This is an optimization exercise on Yosys and OpenROAD, whose aim is small area, not a production implementation.
The RTL was checked by simulation tests, not by an equivalence proof against the original design.
The flow treats the clock pin as an ideal source, which a real chip does not have.
Power figures rest on the tool's default switching activity, not on a simulated workload.

Setup of S:
Design CODES, start of the top module:
module CODES(
	input  clk,
	input  reset,
	input  enable,
	output available,
	input  [ADDR_WIDTH - 1:0] addr_in,
	input  [DATA_WIDTH - 1:0] data_in,
	input  [128:0] code,
	output genie_ovr,
	output [DATA_WIDTH - 1:0] genie_data
);
Size: roughly 4400 cells after synthesis, ~1300 flip-flops, roughly 0.063 mm² of cells after synthesis.
make LEC_CHECK=0 CAP_MARGIN=20 CORE_MARGIN=2 CORE_UTILIZATION=40 SLEW_MARGIN=20 finish   # period 10.0 ns
run.sh (not shown) runs the stock make flow with config.mk's settings and CLKGATE_MAP_FILE= SYNTH_SCRIPT=/design/flow/synth_recipe.tcl, a recipe that flattens the netlist after the stock synthesis.
The inputs of R differ from those of S as listed below.
Settings: an added CTS_BUF_LIST of sky130_fd_sc_hd__clkbuf_4 sky130_fd_sc_hd__clkbuf_8; an added CTS_CLUSTER_SIZE of 20; a change of CORE_UTILIZATION from 40 to 55.
==> results.txt <==
- R reached the end of the flow, and the finished layout is clean on the timing, design-rule and antenna checks.
- Comparing R and S, the higher power after layout is on S.
- R against S: final cell count went down 6.1%; half-perimeter wire length of the detailed placement result went down 590 µm.
- On routed wire length, R and S are neck and neck.
- Comparing R and S, fraction of met1 tracks used by global routing is higher on R.
- Worst vdd rail ir drop was lower in the run labelled R.
- S has a lower utilization than R.
- The higher part of the power in the clock network of R and S is in S.
- Compared with S, in R final area dropped 1.3%, count of plain and timing-repair buffers dropped 11.

* * *

lane 1:
CODES, a different RTL version from the one above (not shown whole).
Size in the first run: ~4400 cells after synthesis, about 1300 flip-flops, roughly 170 I/O pins.
Settings: LEC_CHECK=0, CAP_MARGIN=0, CORE_MARGIN=2, CORE_UTILIZATION=60, CTS_BUF_LIST=sky130_fd_sc_hd__clkbuf_8 sky130_fd_sc_hd__clkbuf_16, CTS_CLUSTER_DIAMETER=60, CTS_CLUSTER_SIZE=20, SLEW_MARGIN=0; clock period 10.0 ns.
Having completed the whole flow, lane 1 delivered a layout that passed the timing, design-rule and antenna checks.
Setup changes, lane 1 to lane 2
==> flow/flow/run.sh (new file) <==
#!/bin/bash
set -euo pipefail
HERE=$(pwd)
C=sky130_fd_sc_hd__clkbuf
export CTS_ARGS="-sink_clustering_enable -repair_clock_nets -dont_use_dummy_load -root_buf ${C}_16 -tree_buf ${C}_16 -sink_clustering_buffer ${C}_8 -buf_list {${C}_8 ${C}_16} -sink_clustering_size 20 -sink_clustering_max_diameter 60 -distance_between_buffers 100"
export POST_CTS_TCL="$HERE/flow/post_cts.tcl"
export FLOW_CLK_SLEW_LIM=0.09
bash standard.sh finish > "$HERE/flow_make.log" 2>&1
==> flow/flow/post_cts.tcl (new file) <==
# Upsize clock buffers whose sinks see a slow clock edge, then re-legalise.
set_propagated_clock [all_clocks]
estimate_parasitics -placement
proc my_sink_slew {c} {
  set z [get_pins -of_objects $c -filter "direction==output"]
  set net [get_nets -of_objects $z]
  set mx 0
  foreach p [get_pins -of_objects $net -filter "direction==input"] {
    set s [get_property $p slew_max]
    if {$s > $mx} { set mx $s }
  }
  return $mx
}
set lim $::env(FLOW_CLK_SLEW_LIM)
for {set it 0} {$it < 4} {incr it} {
  set n 0
  foreach c [get_cells clkbuf_*] {
    if {[my_sink_slew $c] > $lim} {
      set r [get_property $c ref_name]
      if {$r == "sky130_fd_sc_hd__clkbuf_4"} {
        replace_cell $c sky130_fd_sc_hd__clkbuf_8; incr n
      } elseif {$r == "sky130_fd_sc_hd__clkbuf_8"} {
        replace_cell $c sky130_fd_sc_hd__clkbuf_16; incr n
      }
    }
  }
  estimate_parasitics -placement
  puts "post_cts: pass $it upsized $n clock buffers"
  if {$n == 0} break
}
detailed_placement
check_placement -verbose
estimate_parasitics -placement
set mx 0
foreach p [get_pins -hierarchical */CLK] {
  set s [get_property $p slew_max]
  if {$s > $mx} { set mx $s }
}
puts "post_cts: max flip-flop clock slew $mx"
==> flow/standard.sh (new file) <==
#!/bin/bash
# synth_recipe.tcl (not shown) runs the flow's synth.tcl, then flattens the netlist and writes it again
# the make line also repeats each setting of config.mk as NAME=value (left out here)
make -C /OpenROAD-flow-scripts/flow DESIGN_CONFIG=/design/flow/config.mk WORK_HOME=/design/flow/orfs CLKGATE_MAP_FILE= SYNTH_SCRIPT=/design/flow/synth_recipe.tcl "${@:-finish}"
==> flow/config.mk <==
export PLATFORM = sky130hd
export DESIGN_NAME = CODES
export DESIGN_NICKNAME = CODES
export VERILOG_FILES = /design/flow/design.v
export SDC_FILE = /design/flow/constraint.sdc
export NUM_CORES = 4
export LEC_CHECK = 0
export CAP_MARGIN = 20
export CORE_MARGIN = 2
export CORE_UTILIZATION = 55
export SLEW_MARGIN = 20
removed: flow/run.sh
Notes after the runs:
Comparing number of fillers in the final layout for lane 2 and lane 1, the bigger number came from lane 2.
Higher final cell count goes to lane 2 over lane 1.
NOTE: global routing usage on met1 in lane 2 falls short of that of lane 1
Lane 1 -> lane 2: share of synthesized cell area in and, or, nand and nor gates delta 0, exact match
The run showing the greater height of the die is lane 2.
Lane 2 ended up with a lower portion of total power attributed to the clock network than lane 1 did.

-- what the ideal ports hide --
Ports are ideal in the flow. The routed layouts listed here were re-timed in OpenROAD.
Step 1 (the two cells are an assumption about what drives the block):
set clk [get_ports {clk}]
set_driving_cell -lib_cell sky130_fd_sc_hd__clkbuf_16 $clk
set_driving_cell -lib_cell sky130_fd_sc_hd__buf_2 [delete_from_list [all_inputs] $clk]
Step 2 adds t to the input delays and takes it off the output delays; t is the mean of the earliest and latest rising clock arrival at the registers after step 1. Input paths then give back, and output paths get back, about the clock's delay inside the block.
a / b / c = ideal / step 1 / step 2; a / b = the first two.
| run | t (ns) | setup slack, ns | worst setup path after step 2 | pins driven straight from the clock port |
|---|---|---|---|---|
| S | 0.859 | 0.903 / 0.877 / 0.877 | input to output | 1 |
| R | 1.026 | 1.299 / 1.274 / 1.274 | input to output | 1 |
| lane 1 | 0.821 | 0.851 / 0.825 / 0.825 | input to output | 1 |
| lane 2 | 0.815 | 0.928 / 0.900 / 0.900 | input to output | 1 |
After both steps every run listed still meets setup and hold. For lane 2, which loses most, drivers alone change the setup slack by -0.028 ns; drivers and shift together by -0.028 ns.
